This design comes from an exercise in tuning for small area on the open sky130 flow, not from production work. Where RTL was checked, it was by simulation tests only, not by an equivalence proof against the original. Function not checked in runs 1 and 2: the RTL went through the layout flow alone. Power is estimated from default activity; no workload was simulated.

**flow/run.sh**
```bash
#!/bin/bash
# synth_recipe.tcl (not shown) runs the flow's synth.tcl, then flattens the netlist and writes it again
# the make line also repeats each setting of config.mk as NAME=value (left out here)
make -C /OpenROAD-flow-scripts/flow DESIGN_CONFIG=/design/flow/config.mk WORK_HOME=/design/flow/orfs CLKGATE_MAP_FILE= SYNTH_SCRIPT=/design/flow/synth_recipe.tcl finish
```
**flow/config.mk**
```make
export PLATFORM = sky130hd
export DESIGN_NAME = pong_vga_top
export DESIGN_NICKNAME = pong_vga_top
export VERILOG_FILES = /design/flow/design.v
export SDC_FILE = /design/flow/constraint.sdc
export NUM_CORES = 4
export LEC_CHECK = 0
export CAP_MARGIN = 20
export CORE_MARGIN = 2
export CORE_UTILIZATION = 40
export CTS_BUF_LIST = sky130_fd_sc_hd__clkbuf_2 sky130_fd_sc_hd__clkbuf_4 sky130_fd_sc_hd__clkbuf_8
export SLEW_MARGIN = 20
```
**flow/constraint.sdc**
```tcl
create_clock -name core_clock -period 120.0 [get_ports {ClkPort}]
set_input_delay 24.0000 -clock core_clock [delete_from_list [all_inputs] [get_ports {ClkPort}]]
set_output_delay 24.0000 -clock core_clock [all_outputs]
set_load 0.01 [all_outputs]
```
**flow/design.v**
```verilog
`timescale 1ns / 1ps
module display_controller(
	input clk,
	input rst,
	output hSync, vSync,
	output reg [9:0] hCount,
	output reg [9:0] vCount,
	output [2:0] divclk,  
	output carry7         
	);
	reg [1:0] phase;  
	wire tick = ~phase[1] & ~phase[0];
	assign divclk = {hCount[0] ^ (phase[1] | phase[0]), phase};
	assign carry7 = phase[1] & phase[0] & ~(|hCount[4:0]);
	wire hEnd = hCount[9] & hCount[8] & (&hCount[4:0]);
	wire vEnd = vCount[9] & vCount[3] & vCount[2];
	reg [9:0] hn, vn;
	reg hc, vc;
	integer i;
	always @(*) begin
		hc = tick;
		vc = tick & hEnd;
		for (i = 0; i < 10; i = i + 1) begin
			hn[i] = hCount[i] ^ hc;
			hc = hCount[i] & hc;
			vn[i] = vCount[i] ^ vc;
			vc = vCount[i] & vc;
		end
	end
	always @(posedge clk) begin
		phase <= rst ? 2'd0 : {phase[1] ^ phase[0], ~phase[0]};
		hCount <= (rst | (tick & hEnd)) ? 10'd0 : hn;
		vCount <= (rst | (tick & hEnd & vEnd)) ? 10'd0 : vn;
	end
	assign hSync = ~(hCount[9] | hCount[8] | hCount[7] | (hCount[6] & hCount[5]));
	assign vSync = ~(|vCount[9:1]);
endmodule
`timescale 1ns / 1ps
module pong_vga_bitchange(
	input clk,
	input rst,
	input p1_button_u,
	input p1_button_d,
	input p2_button_u,
	input p2_button_d,
	input start_btn,
	input [2:0] divclk,
	input [9:0] hCount, vCount,
	output white,
	output reg [3:0] score1,
	output reg [3:0] score2
	);
	function ge(input [10:0] x, input [10:0] c);
		integer i;
		reg r;
		begin
			r = 1'b1;
			for (i = 0; i < 11; i = i + 1)
				r = c[i] ? (x[i] & r) : (x[i] | r);
			ge = r;
		end
	endfunction
	function [10:0] inc(input [10:0] x, input c);
		integer i;
		reg k;
		begin
			k = c;
			for (i = 0; i < 11; i = i + 1) begin
				inc[i] = x[i] ^ k;
				k = x[i] & k;
			end
		end
	endfunction
	function [10:0] add(input [10:0] a, input [10:0] b, input c);
		integer i;
		reg k;
		begin
			k = c;
			for (i = 0; i < 11; i = i + 1) begin
				add[i] = a[i] ^ b[i] ^ k;
				k = (a[i] & b[i]) | (k & (a[i] ^ b[i]));
			end
		end
	endfunction
	reg enable;
	reg [5:0] I, J;
	reg [6:0] K;
	reg [8:0] p1_paddle_mid, p2_paddle_mid;
	reg [9:0] ball_mid_x, ball_mid_y;
	reg [1:0] trajectory_sign;  
	reg [1:0] ball_shift_y;     
	wire run = enable & ~rst;
	wire start = start_btn & ~enable;
	wire s1_ten = score1[3] & score1[1];
	wire s2_ten = score2[3] & score2[1];
	wire goal1 = enable & ~start_btn & ge(ball_mid_x, 722);
	wire goal2 = enable & ~start_btn & ge(ball_mid_x, 5) & ~ge(ball_mid_x, 206);
	wire clr = rst | (start & (s1_ten | s2_ten));
	wire [10:0] s1n = inc(score1, goal1);
	wire [10:0] s2n = inc(score2, goal2);
	always @(posedge clk) begin
		enable <= ~rst & (start | (enable & ~goal1 & ~goal2));
		score1 <= clr ? 4'd0 : s1n[3:0];
		score2 <= clr ? 4'd0 : s2n[3:0];
	end
	wire hq = ge(hCount, 144) & ~ge(hCount, 785);
	wire u1 = p1_button_u & hq & ge(p1_paddle_mid, 64);
	wire d1 = ~u1 & p1_button_d & hq & ~ge(p1_paddle_mid, 485);
	wire u2 = p2_button_u & hq & ge(p2_paddle_mid, 64);
	wire d2 = ~u2 & p2_button_d & hq & ~ge(p2_paddle_mid, 485);
	wire st1 = enable & (u1 | d1);
	wire st2 = enable & (u2 | d2);
	wire iw = I[5] & I[4] & I[1];  
	wire jw = J[5] & J[4] & J[1];  
	wire [10:0] In = inc(I, st1);
	wire [10:0] Jn = inc(J, st2);
	wire [10:0] m1n = add(p1_paddle_mid, {11{u1 & iw}}, d1 & iw);
	wire [10:0] m2n = add(p2_paddle_mid, {11{u2 & jw}}, d2 & jw);
	always @(posedge clk) begin
		I <= (rst | (st1 & iw)) ? 6'd0 : In[5:0];
		J <= (rst | (st2 & jw)) ? 6'd0 : Jn[5:0];
		p1_paddle_mid <= run ? m1n[8:0] : 9'd275;
		p2_paddle_mid <= run ? m2n[8:0] : 9'd275;
	end
	wire kw = K[6] & K[5] & K[2];  
	wire move = enable & kw;
	wire [10:0] Kn = inc(K, enable);
	wire xr = trajectory_sign[0], yu = trajectory_sign[1];
	wire sx2 = ball_shift_y[1];
	wire [10:0] dx = move ? {{9{~xr}}, sx2 | ~xr, ~sx2} : 11'd0;
	wire [10:0] dy = move ? (yu ? {9'h1ff, ~ball_shift_y} : {9'd0, ball_shift_y}) : 11'd0;
	wire [10:0] bxs = add(ball_mid_x, dx, 1'b0);
	wire [10:0] bys = add(ball_mid_y, dy, move & yu);
	wire [9:0] bx = bxs[9:0];
	wire [9:0] by = bys[9:0];
	wire wall_lo = ge(by, 511);
	wire wall_hi = ge(by, 5) & ~ge(by, 40);
	wire [8:0] pm = bx[9] ? p2_paddle_mid : p1_paddle_mid;
	wire [10:0] e = add({1'b0, by}, ~{2'b0, pm}, 1'b1);  
	wire [10:0] es = {~e[10], e[9:0]};                   
	wire near = ge(es, 1024 - 29) & ~ge(es, 1024 + 30);
	wire edg = ge(es, 1024 + 18);
	wire hit1 = ge(bx, 205) & ~ge(bx, 216) & near;
	wire hit2 = ge(bx, 712) & ~ge(bx, 723) & near;
	always @(posedge clk) begin
		K <= (rst | move) ? 7'd0 : Kn[6:0];
		ball_mid_x <= run ? bx : 10'd464;
		ball_mid_y <= run ? by : 10'd275;
		if (rst) begin
			trajectory_sign <= 2'b00;
			ball_shift_y <= 2'd1;
		end else if (start) begin
			trajectory_sign <= divclk[1:0];
			ball_shift_y <= {divclk[2], ~divclk[2]};
		end else if (enable) begin
			if (hit1)
				trajectory_sign <= {trajectory_sign[1], 1'b1};
			else if (hit2)
				trajectory_sign <= {trajectory_sign[1], 1'b0};
			else if (wall_lo)
				trajectory_sign <= {1'b1, trajectory_sign[0]};
			else if (wall_hi)
				trajectory_sign <= {1'b0, trajectory_sign[0]};
			if ((hit1 | hit2) & edg)
				ball_shift_y <= 2'd3;
		end
	end
	wire [8:0] qm = hCount[9] ? p2_paddle_mid : p1_paddle_mid;
	wire [10:0] f = add({1'b0, vCount}, ~{2'b0, qm}, 1'b1);
	wire [10:0] fs = {~f[10], f[9:0]};
	wire pad = (ge(fs, 1024 - 30) & ~ge(fs, 1024 + 31)) &
		((ge(hCount, 200) & ~ge(hCount, 211)) | (ge(hCount, 717) & ~ge(hCount, 728)));
	wire [10:0] gx = add({1'b0, hCount}, ~{1'b0, ball_mid_x}, 1'b1);
	wire [10:0] gy = add({1'b0, vCount}, ~{1'b0, ball_mid_y}, 1'b1);
	wire [10:0] gxs = {~gx[10], gx[9:0]};
	wire [10:0] gys = {~gy[10], gy[9:0]};
	wire ball = ge(ball_mid_x, 5) & ge(ball_mid_y, 5) &
		ge(gxs, 1024 - 5) & ~ge(gxs, 1024 + 6) & ge(gys, 1024 - 5) & ~ge(gys, 1024 + 6);
	wire [3:0] s = hCount[9] ? score2 : score1;
	wire z0 = s == 4'd0, z1 = s == 4'd1, z2 = s == 4'd2, z3 = s == 4'd3, z4 = s == 4'd4,
		z5 = s == 4'd5, z6 = s == 4'd6, z7 = s == 4'd7, z8 = s == 4'd8, z9 = s == 4'd9,
		z10 = s == 4'd10;
	wire g1 = z0 | z2 | z3 | z5 | z6 | z7 | z8 | z9 | z10;
	wire g2 = z0 | z1 | z2 | z3 | z4 | z7 | z8 | z9 | z10;
	wire g3 = z0 | z1 | z3 | z4 | z5 | z6 | z7 | z8 | z9 | z10;
	wire g4 = z0 | z2 | z3 | z5 | z6 | z8 | z10;
	wire g5 = z0 | z2 | z6 | z8 | z10;
	wire g6 = z0 | z4 | z5 | z6 | z8 | z9 | z10;
	wire g7 = z2 | z3 | z4 | z5 | z6 | z8 | z9;
	wire v1  = ge(vCount, 44) & ~ge(vCount, 50);
	wire v26 = ge(vCount, 50) & ~ge(vCount, 65);
	wire v35 = ge(vCount, 65) & ~ge(vCount, 80);
	wire v4  = ge(vCount, 80) & ~ge(vCount, 85);
	wire v7  = ge(vCount, 63) & ~ge(vCount, 68);
	wire vo  = ge(vCount, 44) & ~ge(vCount, 85);
	wire hl = (ge(hCount, 337) & ~ge(hCount, 343)) | (ge(hCount, 570) & ~ge(hCount, 576));
	wire hr = (ge(hCount, 352) & ~ge(hCount, 358)) | (ge(hCount, 585) & ~ge(hCount, 591));
	wire ha = (ge(hCount, 337) & ~ge(hCount, 358)) | (ge(hCount, 570) & ~ge(hCount, 591));
	wire ho = (ge(hCount, 317) & ~ge(hCount, 323)) | (ge(hCount, 550) & ~ge(hCount, 556));
	wire dig = (ha & ((g1 & v1) | (g4 & v4) | (g7 & v7))) |
		(hr & ((g2 & v26) | (g3 & v35))) |
		(hl & ((g6 & v26) | (g5 & v35))) |
		(ho & z10 & vo);
	assign white = pad | ball | dig;
endmodule
`timescale 1ns / 1ps
module counter(
	input clk,
	input rst,
	input cin,                   
	input [3:0] displayNumber1,  
	input [3:0] displayNumber2,  
	output [7:0] anode,
	output [6:0] ssdOut
	);
	reg [20:7] refresh;
	reg [20:7] nxt;
	reg c;
	integer i;
	always @(*) begin
		c = cin;
		for (i = 7; i < 21; i = i + 1) begin
			nxt[i] = refresh[i] ^ c;
			c = refresh[i] & c;
		end
	end
	always @(posedge clk)
		refresh <= rst ? 14'd0 : nxt;
	wire [2:0] sel = refresh[20:18];
	wire [3:0] num = sel[2] ? displayNumber2 : displayNumber1;
	wire ten = num[3] & num[1];
	wire [3:0] digit = (sel[1:0] == 2'd2) ? {3'd0, ten} :
		((sel[1:0] == 2'd3) & ~ten) ? num : 4'd0;
	assign anode = ~(8'b10000000 >> sel);
	wire d0 = digit == 4'd0, d1 = digit == 4'd1, d2 = digit == 4'd2, d3 = digit == 4'd3,
		d4 = digit == 4'd4, d5 = digit == 4'd5, d6 = digit == 4'd6, d7 = digit == 4'd7,
		d8 = digit == 4'd8, d9 = digit == 4'd9;
	assign ssdOut[6] = d1 | d4;                  
	assign ssdOut[5] = d5 | d6;                  
	assign ssdOut[4] = d2;                       
	assign ssdOut[3] = d1 | d4 | d7;             
	assign ssdOut[2] = d1 | d3 | d4 | d5 | d7 | d9;  
	assign ssdOut[1] = d1 | d2 | d3 | d7;        
	assign ssdOut[0] = d0 | d1 | d7;             
endmodule
`timescale 1ns / 1ps
module pong_vga_top(
	input ClkPort,
	input rst,  
	input BtnC,
	input BtnU,
	input BtnD,
	input BtnL,
	input BtnR,
	output hSync, vSync,
	output [3:0] vgaR, vgaG, vgaB,
	output An0, An1, An2, An3, An4, An5, An6, An7,
	output Ca, Cb, Cc, Cd, Ce, Cf, Cg, Dp,
	output MemOE, MemWR, RamCS, QuadSpiFlashCS
	);
	wire [9:0] hc, vc;
	wire [3:0] score1, score2;
	wire [6:0] ssdOut;
	wire [7:0] anode;
	wire [2:0] divclk;  
	wire carry7;        
	wire white;
	display_controller dc(.clk(ClkPort), .rst(rst), .hSync(hSync), .vSync(vSync),
		.hCount(hc), .vCount(vc), .divclk(divclk), .carry7(carry7));
	counter cnt(.clk(ClkPort), .rst(rst), .cin(carry7), .displayNumber1(score1), .displayNumber2(score2),
		.anode(anode), .ssdOut(ssdOut));
	pong_vga_bitchange vbc(.clk(ClkPort), .rst(rst), .start_btn(BtnC), .divclk(divclk),
		.p1_button_u(BtnL), .p1_button_d(BtnD), .p2_button_u(BtnU), .p2_button_d(BtnR),
		.hCount(hc), .vCount(vc), .white(white), .score1(score1), .score2(score2));
	assign Dp = 1;
	assign {Ca, Cb, Cc, Cd, Ce, Cf, Cg} = ssdOut;
	assign {An7, An6, An5, An4, An3, An2, An1, An0} = anode;
	assign vgaR = {4{white}};
	assign vgaG = {4{white}};
	assign vgaB = {4{white}};
	assign {MemOE, MemWR, RamCS, QuadSpiFlashCS} = 4'b1111;
endmodule
```
==> flow_metrics.tcl, run 1 <==
set metrics [dict create \
    gr-usage-all-layers 0.170 \
    r2r_start "vbc.enable$_DFF_P_" \
    cp_max_fo 12 \
    maxSlewHeadroom 0.350 \
    antenna_left 0 \
    ys.flop_type "dfxtp_1" \
    async_flop_share 0 \
    yosysSeqAreaShare 0.285 \
    synth_cell_types 67 \
    via_count 5386 \
    period_share 0.257 \
    grt_overflow 0 \
    drc 0 \
    postCtsResizedCells 0 \
    gp_congestion 0.856 \
    cts-root-buf "clkbuf_8" \
    worstMarginPinSlew_ns 0.974 \
    whs_endpoint "dc.phase[0]$_SDFF_PP0_" \
    rsz0062_at_grt "no" \
    start_util 0.411 \
    synth.cell_area_um2 7460 \
    cts_buffer_depth 2 \
    drt-vias-per-instance 5.24 \
    cp-end-kind "primary output" \
    antenna_found_initial 0 \
    startpoint_type "flip-flop" \
    crit_path_frequent_cell "fa_1" \
    tns_ns 0 \
    ys_seq_elements 106 \
    insertedDiodeCount 0 \
    clkTransAtPathRegs_ns 0.11 \
    r2r_cells 39 \
    status "finished clean" \
    rows 49 \
    pre_cts_slack_ns 89.59 \
    wl_per_cell_um 15.3 \
    period_minus_slack_ns 30.81 \
    fin_nets 929 \
    synth_edf_count 0 \
    dieArea_um2 19800 \
    pin_count 41 \
    drt-initial-drc-count 292 \
    worstPathCellList "inv_1 > ha_1 > inv_1 > fa_1 > fa_1 > fa_1 > fa_1 > fa_1 > fa_1 > fa_1 > fa_1 > inv_1 > fa_1 > nor4b_1 > nand3_1 > o31ai_1 > a31oi_1 > o311ai_1 > or4_1 > clkdlybuf4s50_1" \
    path_class "flip-flop to primary output" \
    p_total_mw 0.0614 \
    wirelength_um 15700 \
    post_cts_buffers 0 \
    insertion_delay_ns 0.41 \
    die-width_um 141 \
    cts_sinks 106 \
    cts_buffers 9 \
    grt_max_degree 33 \
    vdd_drop_max_mv 0.00475 \
    drive_gt1_frac 0.0539 \
    drv_cap 0 \
    crit_path_max_incr_delay_ns 0.74 \
    hold_viol_final 0 \
    cts_tree "built" \
    h-tree-depth 3 \
    drv_slew 0 \
    io_buffer_count 35 \
    final_cell_mix "dfxtp_1, inv_1, fa_1" \
    die_h_um 141 \
    cts_hold_buf 0 \
    final_core_util 0.447 \
    first_pass_iters 5 \
    synth.avg_cell_area_um2 9.59 \
    powerDensity_nw_per_um2 7.58 \
    place_hpwl_um 12100 \
    fin_ws_ns 89.19 \
    crit_slowest_cell "or4_1" \
    layout_commonest_cell "dfxtp_1" \
    arrival_ns 6.81 \
    grt_pass1_wl_um 26600 \
    synth_warnings 3 \
    cellLeakagePower_nw 3.55 \
    core-area_um2 18100 \
    synthToLayoutAreaGrowth_pct 8.67 \
    min_path_cells 1 \
    clock.fmax_mhz 32.5 \
    min-delay-start "dc.phase[0]$_SDFF_PP0_" \
    rr_endpoint "vbc.ball_shift_y[1]$_SDFFE_PP0P_" \
    syn_inst 778 \
    cp.required_ns 96.00 \
    min_path_type "flip-flop to flip-flop" \
    setup_viol 0 \
    clock_skew_ns 0.0168 \
    grt_pass1_vias 5230 \
    rrSetupSlack_ns 110.31 \
    timing.hold.ws_ns 0.477 \
]
per-layer routing:
layer / vias up / GRT usage / share of wire
met5: - / 0 / 0
met4: 0 / 0.0426 / 0.015
met3: 16 / 0.0410 / 0.051
met2: 127 / 0.263 / 0.45
met1: 2565 / 0.240 / 0.48
li1: 2678 / - / -
through the flow:
step                cells  area, um2
finish               1027       8100
global route         1027       8100
CTS                  1027       8100
detailed placement   1011       7920
global placement     1011       7920
floorplan             782       7470
cells by family after synthesis:
group	Yosys count	synth area share
buf+inv	112	0.0669
mux	29	0.0404
flops	106	0.285
simple gates	282	0.208
other cells	1	0.000503
xor+xnor	22	0.0258
compound gates	97	0.0903
fa+ha+maj	129	0.284
how the worst max path moves through the flow:
stage                            start  slack [ns]  endpoint  depth (start not counted)
2_1_floorplan  dc.hCount[9]$_SDFF_PP0_       90.05   vgaB[0]                         25
3_3_place_gp   dc.vCount[0]$_SDFF_PP0_       89.70   vgaG[0]                         20
3_5_place_dp   dc.hCount[0]$_SDFF_PP0_       89.59   vgaR[1]                         20
4_1_cts        dc.vCount[0]$_SDFF_PP0_       89.12   vgaR[1]                         20
5_1_grt        dc.hCount[0]$_SDFF_PP0_       88.79   vgaR[2]                         20
6_report       dc.vCount[0]$_SDFF_PP0_       89.19   vgaR[1]                         20
Yosys cell counts (6+ instances only):
library cell	instances	area [um2]
nand3_1	18	90.1
nor3_1	18	90.1
buf_4	17	128
or2_2	7	43.8
ha_1	62	776
nand2b_1	9	56.3
o21ai_0	19	95.1
and2_1	47	294
clkbuf_1	18	67.6
or3_1	7	43.8
nor2_1	57	214
fa_1	67	1340
xnor2_1	17	149
nor4b_1	6	52.6
a21oi_1	21	105
dfxtp_1	106	2120
nor4_1	8	50.1
inv_1	73	274
nand3b_1	6	45.0
nor3b_1	7	52.6
nand2_1	41	154
nand4_1	12	75.1
nor2b_1	19	119
mux2_2	9	101
mux2i_1	20	200
final cells by class:
type / count / area, um2
multi-input cells: 564 / 4850
repair buffers: 39 / 380
well taps: 229 / 287
inverters: 73 / 274
clock inverters: 6 / 56.3
clock buffers: 10 / 131
fillers: 1776 / 10000
flip-flops and latches: 106 / 2120
report_power, final:
part / switching, mW / internal, mW / total (mW)
combinational: 0.00192 / 0.00125 / 0.00318
sequential: 0.000546 / 0.0356 / 0.0361
clock: 0.0139 / 0.00827 / 0.0221
critical path, delay by kind of cell, from the launching register on:
family,cells,cell delay (ns)
AOI/OAI and AO/OA,3,0.36
adders and majority gates,10,3.94
and+or+nand+nor,3,0.96
DFF,1,0.37
buffers and inverters,4,0.79
flip-flops by register name, summed over array words and instances, names as in the netlist, 7 cells and up:
name and count:
vbc.p2_paddle_mid 9, vbc.ball_mid_x 10, vbc.ball_mid_y 10, cnt.refresh 14
vbc.p1_paddle_mid 9, dc.vCount 10, vbc.K 7, dc.hCount 10
==> run 2: changes to the inputs <==
--- a/flow/config.mk
+++ b/flow/config.mk
@@ -10,3 +10,4 @@
 export CORE_UTILIZATION = 40
-export CTS_BUF_LIST = sky130_fd_sc_hd__clkbuf_2 sky130_fd_sc_hd__clkbuf_4 sky130_fd_sc_hd__clkbuf_8
+export CTS_BUF_LIST = sky130_fd_sc_hd__clkbuf_8
+export CTS_CLUSTER_SIZE = 20
 export SLEW_MARGIN = 20
==> run 2 against run 1 <==
Net effect: combinational power is essentially flat; still clean; global-route usage about the same; sequential share of layout area barely moved; critical path depth unchanged; die area unchanged; largest cell class unchanged; non-clock buffer count stayed put; synthesized cell count did not move; clock skew about the same.
==> flow_metrics.tcl, run 2 <==
set metrics [dict create \
    crit_path_max_incr_delay_ns 0.73 \
    path_class "flip-flop to primary output" \
    grt_overflow 0 \
    die-width_um 141 \
    synth.cell_area_um2 7460 \
    powerDensity_nw_per_um2 7.55 \
    cts_hold_buf 0 \
    cts_buffer_depth 2 \
    drv_slew 0 \
    final_cells 1027 \
    synth_cell_types 67 \
    grt_pass1_wl_um 26700 \
    top_register "cnt.refresh" \
    cp.required_ns 96.00 \
    postCtsResizedCells 0 \
    yosysMostFrequentCell "dfxtp_1" \
    startpoint_type "flip-flop" \
    dieArea_um2 19800 \
    fin_nets 929 \
    grt_max_degree 33 \
    crit_slowest_cell "or4_1" \
    yosys.area_share.simple 0.208 \
    ys_seq_elements 106 \
    wl_per_cell_um 15.5 \
    gr-usage-all-layers 0.170 \
    crit_path_frequent_cell "fa_1" \
    async_flop_share 0 \
    critical_path_buf_inv_count 4 \
    placed_cell_area_um2 7920 \
    insertion_delay_ns 0.41 \
    design_area_um2 8100 \
    rsz0062_at_grt "no" \
    synth_edf_count 0 \
    dp_cells 1011 \
    crit_family "adder cells" \
    via_count 5386 \
    drc 0 \
    core-area_um2 18100 \
    final_cell_mix "dfxtp_1, inv_1, fa_1" \
    io_buffer_count 35 \
    drt-vias-per-instance 5.24 \
    synth_warnings 3 \
    wirelength_um 15900 \
    largest_reg_flops 14 \
    min_path_cells 1 \
    cts_tree "built" \
    maxSlewHeadroom 0.348 \
    tns_ns 0 \
    min-delay-start "dc.phase[0]$_SDFF_PP0_" \
    cts_sinks 106 \
    die_h_um 141 \
    clock.fmax_mhz 32.5 \
    period_minus_slack_ns 30.81 \
    post_cts_buffers 0 \
    cellLeakagePower_nw 3.55 \
    ys.flop_type "dfxtp_1" \
    ys_top_cells_by_count "dfxtp_1, inv_1, fa_1" \
    syn_inst 778 \
    clkTransAtPathRegs_ns 0.11 \
    first_pass_iters 5 \
    cp-end-kind "primary output" \
    drive_gt1_frac 0.0526 \
    status "finished clean" \
    clock_skew_ns 0.0166 \
    rows 49 \
    rrSetupSlack_ns 110.30 \
    r2r_cells 39 \
    whs_endpoint "dc.phase[0]$_SDFF_PP0_" \
    pre_cts_slack_ns 89.59 \
    yosysSeqAreaShare 0.285 \
    h-tree-depth 3 \
    setup_viol 0 \
    synthXorXnorAreaFrac 0.0258 \
    gp_congestion 0.856 \
    yosysTopAreaCell "dfxtp_1" \
    period_share 0.257 \
    vdd_drop_max_mv 0.00480 \
    worstPathCellList "inv_1 > ha_1 > inv_1 > fa_1 > fa_1 > fa_1 > fa_1 > fa_1 > fa_1 > fa_1 > fa_1 > inv_1 > fa_1 > nor4b_1 > nand3_1 > o31ai_1 > a31oi_1 > o311ai_1 > or4_1 > clkdlybuf4s50_1" \
    worstMarginPinSlew_ns 0.978 \
    timing.hold.ws_ns 0.479 \
    synth_fa_ha_area_frac 0.284 \
    insertedDiodeCount 0 \
    arrival_ns 6.81 \
    synth.avg_cell_area_um2 9.59 \
    critPathLaunch "dc.vCount[0]$_SDFF_PP0_" \
    rr_endpoint "vbc.ball_shift_y[1]$_SDFFE_PP0P_" \
    synth_compound_area_frac 0.0903 \
    synth_top_family_by_area "adder cells" \
    cts_buffers 9 \
    muxShareOfSynthArea 0.0404 \
    grt_pass1_vias 5240 \
    place_hpwl_um 12100 \
    synth.area.top_cells "dfxtp_1, fa_1, ha_1, and2_1, inv_1" \
    fin_ws_ns 89.19 \
    layout_commonest_cell "dfxtp_1" \
    r2r_start "vbc.enable$_DFF_P_" \
    antenna_left 0 \
    yosys.area.top_type_share 0.285 \
    cp_max_fo 12 \
    hold_viol_final 0 \
    min_path_type "flip-flop to flip-flop" \
    drv_cap 0 \
    pin_count 41 \
    synthToLayoutAreaGrowth_pct 8.62 \
    drt-initial-drc-count 335 \
    start_util 0.411 \
    antenna_found_initial 0 \
    cts-root-buf "clkbuf_8" \
]
run 2: cell type report:
type	instances	area [um2]
Sequential cell	106	2120
Inverter	73	274
Tap cell	229	287
Clock buffer	9	124
Timing Repair Buffer	39	380
Multi-Input combinational cell	564	4850
Fill cell	1778	10000
Clock inverter	7	60.1
run 2: through the flow:
stage               utilization  power, mW
floorplan                     -     0.0391
detailed placement        0.436     0.0401
global placement          0.436     0.0401
CTS                       0.446     0.0624
global route              0.446     0.0641
finish                    0.446     0.0612
run 2: metal layers:
layer / vias to the layer above / wire, um / track usage
met5: - / 0 / 0
met4: 0 / 237 / 0.0426
met3: 16 / 754 / 0.0410
met2: 123 / 7200 / 0.264
met1: 2574 / 7680 / 0.240
li1: 2673 / - / -
run 2: kinds of logic after synthesis:
group	count (synthesis)
AO/OA/AOI/OAI	97
XOR/XNOR	22
adder cells (fa/ha/maj)	129
buffers and inverters	112
flip-flops	106
multiplexers	29
other	1
AND/OR/NAND/NOR	282
run 2: power by group:
part	internal, mW	switching [mW]	total [mW]
Sequential	0.0356	0.000558	0.0361
Clock	0.00796	0.0139	0.0218
Combinational	0.00125	0.00194	0.00319
run 2: how the worst max path moves through the flow:
stage,end,slack (ns),cells past startpoint
5_1_grt,vgaR[2],88.79,20
3_5_place_dp,vgaR[1],89.59,20
6_report,vgaR[1],89.19,20
2_1_floorplan,vgaB[0],90.05,25
3_3_place_gp,vgaG[0],89.70,20
4_1_cts,vgaR[1],89.12,20
==> run 3: changes to the inputs <==
--- a/flow/design.v
+++ b/flow/design.v
@@ -4,12 +4,7 @@
 	input rst,
+	input tick,
 	output hSync, vSync,
 	output reg [9:0] hCount,
-	output reg [9:0] vCount,
-	output [2:0] divclk,  
-	output carry7         
-	);
-	reg [1:0] phase;  
-	wire tick = ~phase[1] & ~phase[0];
-	assign divclk = {hCount[0] ^ (phase[1] | phase[0]), phase};
-	assign carry7 = phase[1] & phase[0] & ~(|hCount[4:0]);
+	output reg [9:0] vCount
+	);
 	wire hEnd = hCount[9] & hCount[8] & (&hCount[4:0]);
@@ -30,3 +25,2 @@
 	always @(posedge clk) begin
-		phase <= rst ? 2'd0 : {phase[1] ^ phase[0], ~phase[0]};
 		hCount <= (rst | (tick & hEnd)) ? 10'd0 : hn;
@@ -209,5 +203,5 @@
 	input rst,
-	input cin,                   
 	input [3:0] displayNumber1,  
 	input [3:0] displayNumber2,  
+	output [2:0] fast,
 	output [7:0] anode,
@@ -215,4 +209,4 @@
 	);
-	reg [20:7] refresh;
-	reg [20:7] nxt;
+	reg [20:0] refresh;
+	reg [20:0] nxt;
 	reg c;
@@ -220,4 +214,4 @@
 	always @(*) begin
-		c = cin;
-		for (i = 7; i < 21; i = i + 1) begin
+		c = 1'b1;
+		for (i = 0; i < 21; i = i + 1) begin
 			nxt[i] = refresh[i] ^ c;
@@ -227,3 +221,4 @@
 	always @(posedge clk)
-		refresh <= rst ? 14'd0 : nxt;
+		refresh <= rst ? 21'd0 : nxt;
+	assign fast = refresh[2:0];
 	wire [2:0] sel = refresh[20:18];
@@ -264,10 +259,9 @@
 	wire [7:0] anode;
-	wire [2:0] divclk;  
-	wire carry7;        
+	wire [2:0] fast;   
 	wire white;
-	display_controller dc(.clk(ClkPort), .rst(rst), .hSync(hSync), .vSync(vSync),
-		.hCount(hc), .vCount(vc), .divclk(divclk), .carry7(carry7));
-	counter cnt(.clk(ClkPort), .rst(rst), .cin(carry7), .displayNumber1(score1), .displayNumber2(score2),
-		.anode(anode), .ssdOut(ssdOut));
-	pong_vga_bitchange vbc(.clk(ClkPort), .rst(rst), .start_btn(BtnC), .divclk(divclk),
+	counter cnt(.clk(ClkPort), .rst(rst), .displayNumber1(score1), .displayNumber2(score2),
+		.fast(fast), .anode(anode), .ssdOut(ssdOut));
+	display_controller dc(.clk(ClkPort), .rst(rst), .tick(fast[1:0] == 2'd0),
+		.hSync(hSync), .vSync(vSync), .hCount(hc), .vCount(vc));
+	pong_vga_bitchange vbc(.clk(ClkPort), .rst(rst), .start_btn(BtnC), .divclk(fast),
 		.p1_button_u(BtnL), .p1_button_d(BtnD), .p2_button_u(BtnU), .p2_button_d(BtnR),
--- a/flow/config.mk
+++ b/flow/config.mk
@@ -10,4 +10,2 @@
 export CORE_UTILIZATION = 40
-export CTS_BUF_LIST = sky130_fd_sc_hd__clkbuf_8
-export CTS_CLUSTER_SIZE = 20
 export SLEW_MARGIN = 20
==> run 3 against run 2 <==
Net effect: still clean; core utilization rose by 0.44 points; global-route usage fell by 0.41 points; flip-flop and latch count rose by 5; routed wire length rose by 0.13%; design area rose by 4.4%; non-clock buffer count fell by 1; clock-buffer cell count rose by 1; clock power rose by 54%; worst setup slack got worse by 0.0047 ns; clock skew fell by 0.0070 ns; critical path type unchanged; largest cell class unchanged; largest power group unchanged.
==> flow_metrics.tcl, run 3 <==
set metrics [dict create \
    maxSlewHeadroom 0.569 \
    start_util 0.409 \
    status "finished clean" \
    grt_max_degree 47 \
    postCtsResizedCells 0 \
    cts_buffers 9 \
    clkTransAtPathRegs_ns 0.08 \
    cts_buffer_depth 2 \
    synth.area.top_cells "dfxtp_1, fa_1, ha_1, and2_1, inv_1" \
    ys_seq_elements 111 \
    synth_top_family_by_area "adder cells" \
    synth.avg_cell_area_um2 9.80 \
    gr-usage-all-layers 0.166 \
    async_flop_share 0 \
    hold_viol_final 0 \
    wirelength_um 15900 \
    min-delay-start "cnt.refresh[0]$_SDFF_PP0_" \
    path_class "flip-flop to primary output" \
    muxShareOfSynthArea 0.0392 \
    r2r_start "vbc.enable$_DFF_P_" \
    fin_nets 937 \
    ys.flop_type "dfxtp_1" \
    fillers 1837 \
    synth_fa_ha_area_frac 0.284 \
    clock_skew_ns 0.00965 \
    layout_commonest_cell "dfxtp_1" \
    rows 50 \
    drt-vias-per-instance 5.20 \
    period_minus_slack_ns 30.81 \
    io_buffer_count 35 \
    top_register "cnt.refresh" \
    post_cts_buffers 0 \
    die-width_um 143 \
    pin_count 41 \
    setup_viol 0 \
    insertedDiodeCount 0 \
    startpoint_type "flip-flop" \
    cts_hold_buf 0 \
    rsz0062_at_grt "no" \
    drv_slew 0 \
    synth_compound_area_frac 0.0902 \
    fin_ws_ns 89.19 \
    period_share 0.257 \
    tns_ns 0 \
    antenna_left 0 \
    drt-initial-drc-count 270 \
    cts-root-buf "clkbuf_16" \
    ys_top_cells_by_count "dfxtp_1, fa_1, ha_1" \
    clock.fmax_mhz 32.5 \
    grt_pass1_vias 5191 \
    cp_max_fo 12 \
    yosys.area_share.simple 0.213 \
    insertion_delay_ns 0.36 \
    drive_gt1_frac 0.0537 \
    powerDensity_nw_per_um2 8.72 \
    cp.required_ns 96.00 \
    cts_tree "built" \
    grt_pass1_wl_um 26600 \
    whs_endpoint "cnt.refresh[0]$_SDFF_PP0_" \
    r2r_cells 40 \
    cellLeakagePower_nw 3.72 \
    yosysMostFrequentCell "dfxtp_1" \
    synth_edf_count 0 \
    yosysSeqAreaShare 0.289 \
    dieArea_um2 20300 \
    drc 0 \
    min_path_cells 1 \
    via_count 5377 \
    syn_inst 784 \
    largest_reg_flops 21 \
    synth_cell_types 70 \
    first_pass_iters 5 \
    synthToLayoutAreaGrowth_pct 10.1 \
    yosysTopAreaCell "dfxtp_1" \
    final_cell_mix "dfxtp_1, fa_1, ha_1" \
    cp-end-kind "primary output" \
    rr_endpoint "vbc.trajectory_sign[1]$_SDFFE_PP0P_" \
    vdd_drop_max_mv 0.00712 \
    yosys.area.top_type_share 0.289 \
    place_hpwl_um 12200 \
    gp_congestion 0.808 \
    drv_cap 0 \
    synth.cell_area_um2 7680 \
    cts_sinks 111 \
    grt_overflow 0 \
    die_h_um 143 \
    core-area_um2 18800 \
    arrival_ns 6.81 \
    pre_cts_slack_ns 89.53 \
    worstMarginPinSlew_ns 0.628 \
    wl_per_cell_um 15.4 \
    antenna_found_initial 0 \
    rrSetupSlack_ns 110.50 \
    synthXorXnorAreaFrac 0.0239 \
    synth_warnings 3 \
    min_path_type "flip-flop to flip-flop" \
    h-tree-depth 3 \
]
==> run 3: cell count changes after synthesis, moves of 5 or more <==
cell / before / now
nand3_1: 18 / 13
o21ai_0: 19 / 26
ha_1: 62 / 67
a21oi_1: 21 / 26
dfxtp_1: 106 / 111
or2_2: 7 / 1
inv_1: 73 / 63
nor2_1: 57 / 38
nor2b_1: 19 / 25
nand4_1: 12 / 7
==> run 3: layer usage <==
metal / global-route usage / up-vias / share of wire / routed length [um]
met3: 0.0236 / 16 / 0.033 / 519
met4: 0.0568 / 0 / 0.017 / 277
met2: 0.254 / 83 / 0.44 / 6960
li1: - / 2706 / - / -
met5: 0 / - / 0 / 0
met1: 0.241 / 2572 / 0.51 / 8130
==> run 3: report_power, final <==
part	leakage [nW]	switching (mW)	internal [mW]	total, mW
Sequential	0.897	0.000680	0.0372	0.0379
Clock	0.160	0.0148	0.0187	0.0335
Combinational	2.66	0.00144	0.000949	0.00239
Total	3.72	0.0169	0.0568	0.0737
==> run 3: cell type report <==
type,instances,area [um2],area share
sequential,111,2220,0.263
clock inverter,6,103,0.0121
inverter,63,236,0.0280
multi-input combinational,573,5010,0.592
timing repair buffer,38,368,0.0435
tap,234,293,0.0346
clock buffer,10,229,0.0271
==> run 3: critical path: stages, from the launching register on <==
cell	delay [ns]
dfxtp_1	0.35
inv_1	0.10
ha_1	0.16
inv_1	0.05
fa_1	0.41
fa_1	0.43
fa_1	0.42
fa_1	0.43
fa_1	0.43
fa_1	0.43
fa_1	0.43
fa_1	0.40
inv_1	0.08
fa_1	0.42
nor4b_1	0.16
nand3_1	0.07
o31ai_1	0.11
a31oi_1	0.19
o21ai_0	0.09
or4_1	0.72
clkdlybuf4s50_1	0.56
==> run 3: cells by family (layout without fill, tap and decap cells) <==
logic type	Yosys count	count (layout)
other	1	5
muxes	28	28
buffers and inverters	104	117
adders and majority gates	134	134
AOI/OAI and AO/OA	105	105
and+or+nand+nor	280	280
xor gates and xnor gates	21	21
DFF	111	111
==> run 3: per-stage QoR <==
stage               total power [mW]  instance area (um2)  utilization  hold slack (ns)  std cells
floorplan                     0.0403                 7700            -            0.430        788
global route                  0.0767                 8460        0.451            0.550       1035
detailed placement            0.0412                 8130        0.433            0.490       1019
finish                        0.0737                 8460        0.451            0.503       1035
global placement              0.0411                 8130        0.433            0.485       1019
CTS                           0.0747                 8460        0.451            0.509       1035
==> run 3: worst max path at each step <==
stage / startpoint / end / slack, ns / depth (start not counted)
CTS: dc.vCount[0]$_SDFF_PP0_ / vgaB[2] / 89.12 / 20
finish: dc.vCount[0]$_SDFF_PP0_ / vgaR[0] / 89.19 / 20
floorplan: dc.vCount[0]$_SDFF_PP0_ / vgaB[0] / 90.27 / 20
global placement: dc.vCount[0]$_SDFF_PP0_ / vgaB[2] / 89.65 / 20
global route: dc.vCount[0]$_SDFF_PP0_ / vgaB[0] / 88.86 / 20
detailed placement: dc.vCount[0]$_SDFF_PP0_ / vgaB[2] / 89.53 / 20
==> run 4: changes to the inputs <==
--- a/flow/design.v
+++ b/flow/design.v
@@ -4,7 +4,12 @@
 	input rst,
-	input tick,
 	output hSync, vSync,
 	output reg [9:0] hCount,
-	output reg [9:0] vCount
-	);
+	output reg [9:0] vCount,
+	output [2:0] divclk,  
+	output carry7         
+	);
+	reg [1:0] phase;  
+	wire tick = ~phase[1] & ~phase[0];
+	assign divclk = {hCount[0] ^ (phase[1] | phase[0]), phase};
+	assign carry7 = phase[1] & phase[0] & ~(|hCount[4:0]);
 	wire hEnd = hCount[9] & hCount[8] & (&hCount[4:0]);
@@ -25,2 +30,3 @@
 	always @(posedge clk) begin
+		phase <= rst ? 2'd0 : {phase[1] ^ phase[0], ~phase[0]};
 		hCount <= (rst | (tick & hEnd)) ? 10'd0 : hn;
@@ -82,3 +88,5 @@
 	reg [8:0] p1_paddle_mid, p2_paddle_mid;
-	reg [9:0] ball_mid_x, ball_mid_y;
+	reg [9:0] nbx, nby;   
+	wire [9:0] ball_mid_x = ~nbx;
+	wire [9:0] ball_mid_y = ~nby;
 	reg [1:0] trajectory_sign;  
@@ -123,8 +131,8 @@
 	wire sx2 = ball_shift_y[1];
-	wire [10:0] dx = move ? {{9{~xr}}, sx2 | ~xr, ~sx2} : 11'd0;
-	wire [10:0] dy = move ? (yu ? {9'h1ff, ~ball_shift_y} : {9'd0, ball_shift_y}) : 11'd0;
-	wire [10:0] bxs = add(ball_mid_x, dx, 1'b0);
-	wire [10:0] bys = add(ball_mid_y, dy, move & yu);
-	wire [9:0] bx = bxs[9:0];
-	wire [9:0] by = bys[9:0];
+	wire [10:0] ndx = move ? ~{{9{~xr}}, sx2 | ~xr, ~sx2} : 11'h7ff;
+	wire [10:0] ndy = move ? (yu ? {9'd0, ball_shift_y} : {9'h1ff, ~ball_shift_y}) : 11'd0;
+	wire [10:0] nbxs = add(nbx, ndx, 1'b1);
+	wire [10:0] nbys = add(nby, ndy, move & ~yu);
+	wire [9:0] bx = ~nbxs[9:0];
+	wire [9:0] by = ~nbys[9:0];
 	wire wall_lo = ge(by, 511);
@@ -132,6 +140,6 @@
 	wire [8:0] pm = bx[9] ? p2_paddle_mid : p1_paddle_mid;
-	wire [10:0] e = add({1'b0, by}, ~{2'b0, pm}, 1'b1);  
-	wire [10:0] es = {~e[10], e[9:0]};                   
+	wire [10:0] e = add({2'b0, pm}, {1'b1, nbys[9:0]}, 1'b1);  
+	wire [10:0] es = {~e[10], e[9:0]};                         
 	wire near = ge(es, 1024 - 29) & ~ge(es, 1024 + 30);
-	wire edg = ge(es, 1024 + 18);
+	wire edg = ~ge(es, 1024 - 17);
 	wire hit1 = ge(bx, 205) & ~ge(bx, 216) & near;
@@ -140,4 +148,4 @@
 		K <= (rst | move) ? 7'd0 : Kn[6:0];
-		ball_mid_x <= run ? bx : 10'd464;
-		ball_mid_y <= run ? by : 10'd275;
+		nbx <= run ? nbxs[9:0] : ~10'd464;
+		nby <= run ? nbys[9:0] : ~10'd275;
 		if (rst) begin
@@ -161,4 +169,4 @@
 	end
-	wire [8:0] qm = hCount[9] ? p2_paddle_mid : p1_paddle_mid;
-	wire [10:0] f = add({1'b0, vCount}, ~{2'b0, qm}, 1'b1);
+	wire [8:0] nqm = hCount[9] ? ~p2_paddle_mid : ~p1_paddle_mid;
+	wire [10:0] f = add({1'b0, vCount}, {2'b11, nqm}, 1'b1);
 	wire [10:0] fs = {~f[10], f[9:0]};
@@ -166,4 +174,4 @@
 		((ge(hCount, 200) & ~ge(hCount, 211)) | (ge(hCount, 717) & ~ge(hCount, 728)));
-	wire [10:0] gx = add({1'b0, hCount}, ~{1'b0, ball_mid_x}, 1'b1);
-	wire [10:0] gy = add({1'b0, vCount}, ~{1'b0, ball_mid_y}, 1'b1);
+	wire [10:0] gx = add({1'b0, hCount}, {1'b1, nbx}, 1'b1);
+	wire [10:0] gy = add({1'b0, vCount}, {1'b1, nby}, 1'b1);
 	wire [10:0] gxs = {~gx[10], gx[9:0]};
@@ -203,5 +211,5 @@
 	input rst,
+	input cin,                   
 	input [3:0] displayNumber1,  
 	input [3:0] displayNumber2,  
-	output [2:0] fast,
 	output [7:0] anode,
@@ -209,4 +217,4 @@
 	);
-	reg [20:0] refresh;
-	reg [20:0] nxt;
+	reg [20:7] refresh;
+	reg [20:7] nxt;
 	reg c;
@@ -214,4 +222,4 @@
 	always @(*) begin
-		c = 1'b1;
-		for (i = 0; i < 21; i = i + 1) begin
+		c = cin;
+		for (i = 7; i < 21; i = i + 1) begin
 			nxt[i] = refresh[i] ^ c;
@@ -221,4 +229,3 @@
 	always @(posedge clk)
-		refresh <= rst ? 21'd0 : nxt;
-	assign fast = refresh[2:0];
+		refresh <= rst ? 14'd0 : nxt;
 	wire [2:0] sel = refresh[20:18];
@@ -259,9 +266,10 @@
 	wire [7:0] anode;
-	wire [2:0] fast;   
+	wire [2:0] divclk;  
+	wire carry7;        
 	wire white;
-	counter cnt(.clk(ClkPort), .rst(rst), .displayNumber1(score1), .displayNumber2(score2),
-		.fast(fast), .anode(anode), .ssdOut(ssdOut));
-	display_controller dc(.clk(ClkPort), .rst(rst), .tick(fast[1:0] == 2'd0),
-		.hSync(hSync), .vSync(vSync), .hCount(hc), .vCount(vc));
-	pong_vga_bitchange vbc(.clk(ClkPort), .rst(rst), .start_btn(BtnC), .divclk(fast),
+	display_controller dc(.clk(ClkPort), .rst(rst), .hSync(hSync), .vSync(vSync),
+		.hCount(hc), .vCount(vc), .divclk(divclk), .carry7(carry7));
+	counter cnt(.clk(ClkPort), .rst(rst), .cin(carry7), .displayNumber1(score1), .displayNumber2(score2),
+		.anode(anode), .ssdOut(ssdOut));
+	pong_vga_bitchange vbc(.clk(ClkPort), .rst(rst), .start_btn(BtnC), .divclk(divclk),
 		.p1_button_u(BtnL), .p1_button_d(BtnD), .p2_button_u(BtnU), .p2_button_d(BtnR),
--- a/flow/config.mk
+++ b/flow/config.mk
@@ -9,3 +9,5 @@
 export CORE_MARGIN = 2
-export CORE_UTILIZATION = 40
+export CORE_UTILIZATION = 75
+export CTS_BUF_LIST = sky130_fd_sc_hd__clkbuf_8
+export PLACE_DENSITY = 0.85
 export SLEW_MARGIN = 20
==> run 4 against run 3 <==
Net effect: sequential power fell by 4%; clock-buffer cell count fell by 1; maximum frequency fell by 0.79%; final cell count fell by 10%; synthesized cell count fell by 1.0%; global-route usage rose by 15 points; area after synthesis fell by 2.9%; register-to-register slack got worse by 0.83 ns; clock skew fell by 0.00066 ns.
==> flow_metrics.tcl, run 4 <==
set metrics [dict create \
    place_hpwl_um 12500 \
    dieArea_um2 10800 \
    final_core_util 0.822 \
    insertedDiodeCount 0 \
    final_cell_mix "dfxtp_1, inv_1, fa_1" \
    clock_skew_ns 0.00900 \
    cts-root-buf "clkbuf_8" \
    die-width_um 104 \
    path_class "flip-flop to primary output" \
    top_register "cnt.refresh" \
    insertion_delay_ns 0.38 \
    synthToLayoutAreaGrowth_pct 7.15 \
    core-area_um2 9730 \
    rows 36 \
    status "finished clean" \
    crit_slowest_cell "or4b_1" \
    rsz0062_at_grt "no" \
    syn_inst 776 \
    grt_overflow 0 \
    yosysSeqAreaShare 0.284 \
    pin_count 41 \
    p_switching_mw 0.0156 \
    postCtsResizedCells 0 \
    setup_viol 0 \
    drv_cap 0 \
    cts_sinks 106 \
    pwr-share-clk 0.354 \
    cts_hold_buf 0 \
    switching_share 0.260 \
    hold_viol_final 0 \
    grt_pass1_wl_um 27800 \
    pre_cts_slack_ns 89.42 \
    grt_pass1_vias 5910 \
    layout_commonest_cell "dfxtp_1" \
    io_buffer_count 35 \
    cts_buffers 9 \
    p_total_mw 0.0601 \
    design_area_um2 7990 \
    synth_edf_count 0 \
    cts_buffer_depth 2 \
    gp_congestion 0.921 \
    drive_gt1_frac 0.0651 \
    worstPathCellList "inv_1 > ha_1 > fa_1 > fa_1 > fa_1 > fa_1 > fa_1 > fa_1 > fa_1 > fa_1 > inv_1 > fa_1 > nor4b_1 > nand3_1 > a211oi_1 > a32oi_1 > o31ai_1 > or4b_1 > clkdlybuf4s50_1" \
    start_util 0.767 \
    clock.fmax_mhz 32.2 \
    min_path_type "flip-flop to flip-flop" \
    fin_ws_ns 88.94 \
    vdd_drop_max_mv 0.00696 \
    period_share 0.259 \
    rrSetupSlack_ns 109.67 \
    ys.flop_type "dfxtp_1" \
    async_flop_share 0 \
    die_h_um 104 \
    h-tree-depth 3 \
    cp.required_ns 96.00 \
    gr-usage-all-layers 0.320 \
    comb_power_share 0.044 \
    drc 0 \
    largest_reg_flops 14 \
    grt_max_degree 33 \
    wl_per_cell_um 17.3 \
    intPower_mw 0.0445 \
    yosys.area.top_type_share 0.284 \
    drt-vias-per-instance 6.09 \
    placed_cell_area_um2 7810 \
    cts_tree "built" \
    ys_seq_elements 106 \
    antenna_found_initial 0 \
    period_minus_slack_ns 31.06 \
    via_count 5676 \
    drt-initial-drc-count 424 \
    wirelength_um 16200 \
    synth.cell_area_um2 7460 \
    antenna_left 0 \
    fin_nets 930 \
    crit_path_max_incr_delay_ns 0.72 \
    cellLeakagePower_nw 3.39 \
    clkTransAtPathRegs_ns 0.11 \
    synth_cell_types 66 \
    powerDensity_nw_per_um2 7.52 \
    worstMarginPinSlew_ns 0.831 \
    arrival_ns 7.06 \
    first_pass_iters 8 \
    tns_ns 0 \
    maxSlewHeadroom 0.444 \
    synth.area.top_cells "dfxtp_1, fa_1, ha_1, and2_1, inv_1" \
    startpoint_type "flip-flop" \
    crit_path_frequent_cell "fa_1" \
    seqPwrFrac 0.602 \
    cp_max_fo 12 \
    drv_slew 0 \
    cp-end-kind "primary output" \
    yosysTopAreaCell "dfxtp_1" \
    ys_top_cells_by_count "dfxtp_1, inv_1, fa_1" \
    synth_warnings 3 \
    synth.avg_cell_area_um2 9.61 \
    yosysMostFrequentCell "dfxtp_1" \
    post_cts_buffers 0 \
]
-- run 4: worst max-delay path, delay by kind of cell (launching register included) --
kind            cells  cell delay, ns
simple gates        3            0.98
flops               1            0.46
compound gates      3            0.38
fa+ha+maj          10            4.10
buf+inv             3            0.75
-- run 4: layout make-up --
cell class                 count  area, um2
clock buffer                   9        124
clock inverter                 7       56.3
fill                         601       1740
inverter                      82        308
multi-input combinational    556       4840
sequential                   106       2120
tap                          133        166
timing repair buffer          39        380
-- run 4: stage by stage --
stage                     hold WS [ns]  cells
final                            0.481    932
after global routing             0.515    932
after CTS                        0.486    932
after detailed placement         0.457    916
after global placement           0.450    916
after floorplan                  0.414    780
-- run 4: power by group through the flow --
| stage | Sequential [mW] | Clock (mW) | Combinational, mW |
|---|---|---|---|
| 5_1_grt | 0.0362 | 0.0231 | 0.00298 |
| 3_5_place_dp | 0.0369 | 0 | 0.00261 |
| 2_1_floorplan | 0.0367 | 0 | 0.00192 |
| 4_1_cts | 0.0362 | 0.0215 | 0.00266 |
| 3_3_place_gp | 0.0369 | 0 | 0.00244 |
| 6_report | 0.0362 | 0.0213 | 0.00267 |
-- run 4: final timing paths --
| kind | start | end | cells past startpoint |
|---|---|---|---|
| setup / recovery | dc.hCount[0]$_SDFF_PP0_ | vgaG[1] | 19 |
| setup reg to reg | vbc.enable$_DFF_P_ | vbc.ball_shift_y[1]$_SDFFE_PP0P_ | 33 |
| hold reg to reg | dc.phase[0]$_SDFF_PP0_ | dc.phase[0]$_SDFF_PP0_ | 1 |
| hold / removal | dc.phase[0]$_SDFF_PP0_ | dc.phase[0]$_SDFF_PP0_ | 1 |
-- run 4: cell families after synthesis --
logic type	share of synthesized area
DFF	0.284
and+or+nand+nor	0.205
xor gates and xnor gates	0.0247
muxes	0.0418
other	0.000503
buffers and inverters	0.0693
adders and majority gates	0.284
AOI/OAI and AO/OA	0.0907
-- run 4: layer usage --
layer / track usage / wire (um) / up-vias
met4: 0.129 / 516 / 0
met3: 0.0497 / 1010 / 57
met5: 0 / 0 / -
met1: 0.395 / 6460 / 2729
met2: 0.564 / 8180 / 231
li1: - / - / 2659
==> run 5: changes to the inputs <==
==> flow/flow/run.sh (new file) <==
#!/bin/bash
# Own layout flow: the standard flow (standard.sh) with two changes in how
# the layout is made:
#  - ABC maps the logic with an area-oriented script (abc.script here) instead
#    of ORFS's speed script, whose buffering and upsizing aim at delay;
#  - the port buffers that global placement adds are sky130_fd_sc_hd__buf_1.
# Everything else (synthesis passes, floorplan, power grid, taps, CTS, routing)
# is the standard flow. Each tool's output goes to a log in this folder.
set -euo pipefail
here=$(pwd)
rm -rf "$here/scripts_mod"
cp -r "$FLOW_HOME/scripts" "$here/scripts_mod"
cp "$here/flow/abc.script" "$here/scripts_mod/abc_area.script"
export SCRIPTS_DIR="$here/scripts_mod"
export ABC_AREA=1
export BUFFER_PORTS_ARGS="-buffer_cell sky130_fd_sc_hd__buf_1"
bash standard.sh > "$here/standard_flow.log" 2>&1
==> flow/flow/abc.script (new file) <==
strash
dch
map -a
&get -n
&st
&dch
&nf -R 1000
&put
topo
dnsize -c
==> flow/standard.sh (new file) <==
#!/bin/bash
# synth_recipe.tcl (not shown) runs the flow's synth.tcl, then flattens the netlist and writes it again
# the make line also repeats each setting of config.mk as NAME=value (left out here)
make -C /OpenROAD-flow-scripts/flow DESIGN_CONFIG=/design/flow/config.mk WORK_HOME=/design/flow/orfs CLKGATE_MAP_FILE= SYNTH_SCRIPT=/design/flow/synth_recipe.tcl "${@:-finish}"
--- a/flow/config.mk
+++ b/flow/config.mk
@@ -9,5 +9,4 @@
 export CORE_MARGIN = 2
-export CORE_UTILIZATION = 75
-export CTS_BUF_LIST = sky130_fd_sc_hd__clkbuf_8
-export PLACE_DENSITY = 0.85
+export CORE_UTILIZATION = 40
+export CTS_BUF_LIST = sky130_fd_sc_hd__clkbuf_2 sky130_fd_sc_hd__clkbuf_4 sky130_fd_sc_hd__clkbuf_8
 export SLEW_MARGIN = 20
removed: flow/run.sh
==> run 5 against run 4 <==
Net effect: sequential share of layout area up 1.2 points; global-route usage down 15 points; worst hold slack better by 0.012 ns; sequential power about the same; combinational power down about 10%; flip-flop and latch count unchanged; clock-buffer cell count unchanged; critical path type unchanged; critical endpoint is now vgaG[0]; largest power group unchanged; highest routed layer unchanged.
==> flow_metrics.tcl, run 5 <==
set metrics [dict create \
    status "finished clean" \
    cp.required_ns 96.00 \
    synth.cell_area_um2 7140 \
    synth_warnings 3 \
    drt-vias-per-instance 5.18 \
    io_buffer_count 35 \
    via_count 5243 \
    rr_endpoint "vbc.trajectory_sign[1]$_SDFFE_PP0P_" \
    period_share 0.252 \
    drive_gt1_frac 0.0254 \
    period_minus_slack_ns 30.30 \
    place_hpwl_um 11500 \
    setup_viol 0 \
    synth_edf_count 0 \
    clock_skew_ns 0.0119 \
    insertion_delay_ns 0.40 \
    grt_max_degree 33 \
    min-delay-start "dc.phase[0]$_SDFF_PP0_" \
    synth.area.top_cells "dfxtp_1, fa_1, ha_1, clkinv_1, and2_0" \
    final_cell_mix "dfxtp_1, clkinv_1, fa_1" \
    maxSlewHeadroom 0.370 \
    arrival_ns 6.30 \
    yosysTopAreaCell "dfxtp_1" \
    start_util 0.411 \
    die_h_um 138 \
    antenna_found_initial 0 \
    gp_congestion 0.843 \
    cts_hold_buf 0 \
    ys.flop_type "dfxtp_1" \
    drc 0 \
    crit_path_frequent_cell "fa_1" \
    core-area_um2 17400 \
    rsz0062_at_grt "no" \
    rows 48 \
    wirelength_um 14500 \
    worstPathCellList "clkinv_1 > ha_1 > fa_1 > fa_1 > fa_1 > fa_1 > fa_1 > fa_1 > fa_1 > fa_1 > clkinv_1 > fa_1 > nand4b_1 > nor3_1 > a31oi_1 > nor4_1 > nor3_1 > o2111ai_1 > buf_1" \
    r2r_cells 39 \
    clkTransAtPathRegs_ns 0.10 \
    vdd_drop_max_mv 0.00630 \
    layout_commonest_cell "dfxtp_1" \
    ys_top_cells_by_count "dfxtp_1, clkinv_1, fa_1" \
    insertedDiodeCount 0 \
    cts_tree "built" \
    cts_sinks 106 \
    synth.avg_cell_area_um2 9.56 \
    synth_cell_types 45 \
    drv_slew 0 \
    cp_max_fo 12 \
    cp-end-kind "primary output" \
    fin_nets 920 \
    syn_inst 747 \
    worstMarginPinSlew_ns 0.937 \
    grt_overflow 0 \
    powerDensity_nw_per_um2 7.76 \
    postCtsResizedCells 0 \
    first_pass_iters 5 \
    h-tree-depth 3 \
    min_path_type "flip-flop to flip-flop" \
    clock.fmax_mhz 33.0 \
    final_core_util 0.441 \
    yosys.area.top_type_share 0.297 \
    async_flop_share 0 \
    crit_path_max_incr_delay_ns 0.45 \
    dieArea_um2 18900 \
    cts-root-buf "clkbuf_8" \
    yosysSeqAreaShare 0.297 \
    path_class "flip-flop to primary output" \
    post_cts_buffers 0 \
    wl_per_cell_um 14.3 \
    p_total_mw 0.0594 \
    drt-initial-drc-count 260 \
    drv_cap 0 \
    top_register "cnt.refresh" \
    crit_slowest_cell "dfxtp_1" \
    startpoint_type "flip-flop" \
    synthToLayoutAreaGrowth_pct 7.13 \
    die-width_um 138 \
    ys_seq_elements 106 \
    critPathLaunch "dc.hCount[0]$_SDFF_PP0_" \
    grt_pass1_vias 5035 \
    fin_ws_ns 89.70 \
    pin_count 41 \
    gr-usage-all-layers 0.167 \
    antenna_left 0 \
    rrSetupSlack_ns 109.40 \
    cts_buffer_depth 2 \
    tns_ns 0 \
    cellLeakagePower_nw 3.00 \
    grt_pass1_wl_um 24600 \
    crit_path_end "vgaG[0]" \
    hold_viol_final 0 \
    largest_reg_flops 14 \
    pre_cts_slack_ns 90.02 \
    cts_buffers 9 \
    r2r_start "vbc.enable$_DFF_P_" \
    yosysMostFrequentCell "dfxtp_1" \
]
[run 5: cell count changes in the layout (fill, tap and decap cells not counted), moves of 9 or more]
cell,change
nor2_1,+13
and2_0,+48
and2_1,-50
a21oi_1,+16
nand4_1,+9
inv_1,-82
mux2_1,+12
clkdlybuf4s50_1,-35
buf_1,+35
mux2_2,-13
clkinv_1,+83
[run 5: layer usage]
layer / global-route usage / vias to the layer above / share of wire
met4: 0.0372 / 0 / 0.012
met1: 0.235 / 2498 / 0.49
met2: 0.264 / 109 / 0.45
li1: - / 2624 / -
met5: 0 / - / 0
met3: 0.0375 / 12 / 0.051
[run 5: per-stage QoR]
step	cells	hold WS, ns	cell area, um2
6_report	1013	0.493	7650
4_1_cts	1013	0.491	7650
3_5_place_dp	998	0.467	7470
2_1_floorplan	751	0.418	7160
5_1_grt	1013	0.517	7650
3_3_place_gp	998	0.457	7470
[run 5: logic make-up after synthesis]
kind of cell	share of synthesized area
adder cells (fa/ha/maj)	0.296
flip-flops	0.297
XOR/XNOR	0.0196
AO/OA/AOI/OAI	0.0913
other	0.000525
multiplexers	0.0385
AND/OR/NAND/NOR	0.195
buffers and inverters	0.0615
[run 5: worst min-delay path by stage]
stage / depth (start not counted) / slack, ns / endpoint
2_1_floorplan: 1 / 0.42 / dc.phase[0]$_SDFF_PP0_
3_3_place_gp: 1 / 0.46 / dc.phase[0]$_SDFF_PP0_
3_5_place_dp: 1 / 0.47 / dc.phase[0]$_SDFF_PP0_
4_1_cts: 1 / 0.49 / dc.phase[0]$_SDFF_PP0_
5_1_grt: 1 / 0.52 / dc.phase[0]$_SDFF_PP0_
6_report: 1 / 0.49 / dc.phase[0]$_SDFF_PP0_
[run 5: area by class of cell]
| cell class | count | area (um2) |
|---|---|---|
| repair buffers | 39 | 161 |
| inverters | 83 | 312 |
| well taps | 225 | 282 |
| clock inverters | 6 | 52.6 |
| fillers | 1689 | 9710 |
| multi-input cells | 545 | 4600 |
| flip-flops and latches | 106 | 2120 |
| clock buffers | 9 | 124 |
[run 5: power breakdown]
group | switching (mW) | total [mW] | internal, mW
logic | 0.00156 | 0.00240 | 0.000833
clock network | 0.0131 | 0.0208 | 0.00776
registers | 0.000581 | 0.0362 | 0.0356
[run 5: critical path: cells and delay by family, from the launching register on]
kind                     cells  cell delay, ns
flip-flops                   1            0.45
buffers and inverters        3            0.38
AND/OR/NAND/NOR              4            0.66
AO/OA/AOI/OAI                2            0.42
adder cells (fa/ha/maj)     10            3.99
==> run 6: changes to the inputs <==
--- a/flow/flow/run.sh
+++ b/flow/flow/run.sh
@@ -5,2 +5,4 @@
 #    of ORFS's speed script, whose buffering and upsizing aim at delay;
+#  - Yosys's synth runs without its early "abc -fast", so the full adders
+#    are extracted from the written-out carry chains without inverters;
 #  - the port buffers that global placement adds are sky130_fd_sc_hd__buf_1.
@@ -15,2 +17,3 @@
 export ABC_AREA=1
+export SYNTH_ARGS=-noabc
 export BUFFER_PORTS_ARGS="-buffer_cell sky130_fd_sc_hd__buf_1"
==> run 6 against run 5 <==
Net effect: die area is 1.6% lower; via count is 2.2% higher; sequential power hardly changed; total power is 7.9% higher; combinational power is 22% higher; highest routed layer unchanged.
==> flow_metrics.tcl, run 6 <==
set metrics [dict create \
    status "finished clean" \
    async_flop_share 0 \
    timing.hold.ws_ns 0.503 \
    p_total_mw 0.0641 \
    muxShareOfSynthArea 0.0436 \
    start_util 0.408 \
    period_share 0.254 \
    syn_inst 712 \
    ys_seq_elements 106 \
    cts_hold_buf 0 \
    cts_tree "built" \
    synthXorXnorAreaFrac 0.0187 \
    wl_per_cell_um 15.7 \
    placed_cell_area_um2 7370 \
    pin_count 41 \
    top_register "cnt.refresh" \
    place_hpwl_um 11800 \
    synth_fa_ha_area_frac 0.303 \
    worstPathCellList "clkinv_1 > ha_1 > clkinv_1 > fa_1 > fa_1 > fa_1 > fa_1 > fa_1 > fa_1 > fa_1 > fa_1 > fa_1 > nand2_1 > o41ai_1 > nand4_1 > o221ai_1 > a221oi_1 > o21ai_1 > buf_1" \
    maxSlewHeadroom 0.363 \
    startpoint_type "flip-flop" \
    cts-root-buf "clkbuf_8" \
    core-area_um2 17200 \
    yosysSeqAreaShare 0.302 \
    yosysTopAreaCell "dfxtp_1" \
    first_pass_iters 5 \
    ys.flop_type "dfxtp_1" \
    antenna_left 0 \
    fillers 1616 \
    post_cts_buffers 0 \
    path_class "flip-flop to primary output" \
    layout_commonest_cell "dfxtp_1" \
    crit_slowest_cell "fa_1" \
    synth_cell_types 48 \
    r2r_cells 33 \
    synth_compound_area_frac 0.0890 \
    whs_endpoint "vbc.ball_shift_y[0]$_SDFFE_PP1P_" \
    hold_viol_final 0 \
    synth.area.top_cells "dfxtp_1, fa_1, ha_1, and2_0, nor2_1" \
    die-width_um 137 \
    drt-vias-per-instance 5.46 \
    drt-initial-drc-count 336 \
    crit_path_max_incr_delay_ns 0.54 \
    postCtsResizedCells 0 \
    largest_reg_flops 14 \
    seqCellArea_um2 2120 \
    drv_cap 0 \
    final_cell_mix "dfxtp_1, nor2_1, fa_1" \
    p_switching_mw 0.0163 \
    grt_pass1_wl_um 26400 \
    pwr-share-clk 0.390 \
    insertion_delay_ns 0.40 \
    cp.required_ns 96.00 \
    critical_path_buf_inv_count 3 \
    min-delay-start "vbc.ball_shift_y[0]$_SDFFE_PP1P_" \
    cts_buffer_depth 2 \
    grt_overflow 0 \
    synth_top_family_by_area "adder cells" \
    rows 48 \
    seqPwrFrac 0.565 \
    intPower_mw 0.0478 \
    yosysMostFrequentCell "dfxtp_1" \
    via_count 5359 \
    gr-usage-all-layers 0.181 \
    design_area_um2 7590 \
    yosys.area.top_type_share 0.302 \
    fin_ws_ns 89.56 \
    cellLeakagePower_nw 3.09 \
    fin_nets 888 \
    min_path_cells 1 \
    switching_share 0.255 \
    yosys.area_share.simple 0.208 \
    synth.avg_cell_area_um2 9.87 \
    pre_cts_slack_ns 89.90 \
    tns_ns 0 \
    synthToLayoutAreaGrowth_pct 8.05 \
    cts_buffers 9 \
    setup_viol 0 \
    comb_power_share 0.046 \
    synth.cell_area_um2 7030 \
    period_minus_slack_ns 30.44 \
    min_path_type "flip-flop to flip-flop" \
    io_buffer_count 35 \
    drc 0 \
    worstMarginPinSlew_ns 0.947 \
    vdd_drop_max_mv 0.00505 \
    cp_max_fo 12 \
    arrival_ns 6.44 \
    clock_skew_ns 0.0142 \
    antenna_found_initial 0 \
    drv_slew 0 \
    clock.fmax_mhz 32.9 \
    dieArea_um2 18600 \
    wirelength_um 15400 \
    grt_max_degree 48 \
    gp_congestion 0.900 \
    clkTransAtPathRegs_ns 0.11 \
    cts_sinks 106 \
    multi_input_area_um2 4670 \
    h-tree-depth 3 \
    rsz0062_at_grt "no" \
    ys_top_cells_by_count "dfxtp_1, nor2_1, fa_1" \
    drive_gt1_frac 0.0304 \
    synth_warnings 3 \
    synth_edf_count 0 \
    cp-end-kind "primary output" \
    die_h_um 137 \
    insertedDiodeCount 0 \
    grt_pass1_vias 5292 \
    crit_family "adder cells" \
    crit_path_frequent_cell "fa_1" \
    rrSetupSlack_ns 108.47 \
    powerDensity_nw_per_um2 8.44 \
    r2r_start "vbc.enable$_DFF_P_" \
    rr_endpoint "vbc.ball_shift_y[1]$_SDFFE_PP0P_" \
]
## run 6: cell types whose count changed after synthesis, sizes merged, moves of 6 or more
cell    change
and3        +6
nand4       -6
nand2b      -6
nor2       +17
clkinv     -51
or3        +18
a21oi      -19
## run 6: power groups by stage
| stage | Clock, mW | Sequential [mW] | Combinational [mW] |
|---|---|---|---|
| global placement | 0 | 0.0370 | 0.00287 |
| floorplan | 0 | 0.0369 | 0.00193 |
| global route | 0.0272 | 0.0363 | 0.00338 |
| CTS | 0.0257 | 0.0362 | 0.00294 |
| finish | 0.0250 | 0.0362 | 0.00292 |
| detailed placement | 0 | 0.0370 | 0.00291 |
## run 6: final cells by class
| type | count | share of cell area |
|---|---|---|
| Inverter | 32 | 0.0158 |
| Sequential cell | 106 | 0.279 |
| Clock inverter | 5 | 0.00890 |
| Clock buffer | 11 | 0.0199 |
| Timing Repair Buffer | 41 | 0.0234 |
| Multi-Input combinational cell | 561 | 0.615 |
| Tap cell | 225 | 0.0371 |
## run 6: cell families (layout without fill, tap and decap cells)
| kind of cell | after synthesis | after routing |
|---|---|---|
| mux | 29 | 29 |
| xor+xnor | 15 | 15 |
| compound gates | 99 | 99 |
| flops | 106 | 106 |
| fa+ha+maj | 130 | 130 |
| other cells | 1 | 5 |
| simple gates | 283 | 283 |
| buf+inv | 49 | 89 |
## run 6: metrics by stage
| stage | std cells | utilization |
|---|---|---|
| 2_1_floorplan | 716 | - |
| 3_3_place_gp | 965 | 0.428 |
| 3_5_place_dp | 965 | 0.428 |
| 4_1_cts | 981 | 0.440 |
| 5_1_grt | 981 | 0.440 |
| 6_report | 981 | 0.440 |
## run 6: worst max path at each step
stage,depth (start not counted),to,startpoint
2_1_floorplan,19,vgaB[0],dc.hCount[9]$_SDFF_PP0_
3_3_place_gp,20,vgaB[0],dc.hCount[0]$_SDFF_PP0_
3_5_place_dp,20,vgaB[1],dc.hCount[0]$_SDFF_PP0_
4_1_cts,20,vgaB[1],dc.hCount[0]$_SDFF_PP0_
5_1_grt,19,vgaG[2],dc.hCount[0]$_SDFF_PP0_
6_report,19,vgaB[1],dc.hCount[0]$_SDFF_PP0_
## run 6: metal layers
layer	vias up	part of all wire	global-route usage
li1	2564	-	-
met1	2624	0.46	0.239
met2	148	0.48	0.300
met3	23	0.042	0.0333
met4	0	0.017	0.0590
met5	-	0	0

separate check: timing with driven ports:
How much do the figures lean on ideal ports? The routed layouts below were timed once more, with nothing changed but the port constraints.
Step 1: set_driving_cell puts a clkbuf_16 on ClkPort and a buf_2 on each other input, an assumption about the parent block.
Step 2 moves the port delays by t, midway between the first and last clock arrival at a register: inputs arrive t later, outputs are due t later. That takes back most of the time a late clock gives input paths.
Three values: no drivers, after step 1, after step 2; two values: the first two.
| run | t (ns) | setup WS [ns] | worst data-port slew with drivers (ns) |
|---|---|---|---|
| run 1 | 0.435 | 89.187 / 89.148 / 89.584 | 0.03 |
| run 2 | 0.439 | 89.193 / 89.154 / 89.592 | 0.03 |
| run 3 | 0.400 | 89.188 / 89.147 / 89.547 | 0.03 |
| run 4 | 0.415 | 88.944 / 88.907 / 89.322 | 0.04 |
| run 5 | 0.425 | 89.704 / 89.667 / 90.093 | 0.03 |
| run 6 | 0.434 | 89.560 / 89.521 / 89.956 | 0.05 |
After both steps setup and hold are still met in every run listed.
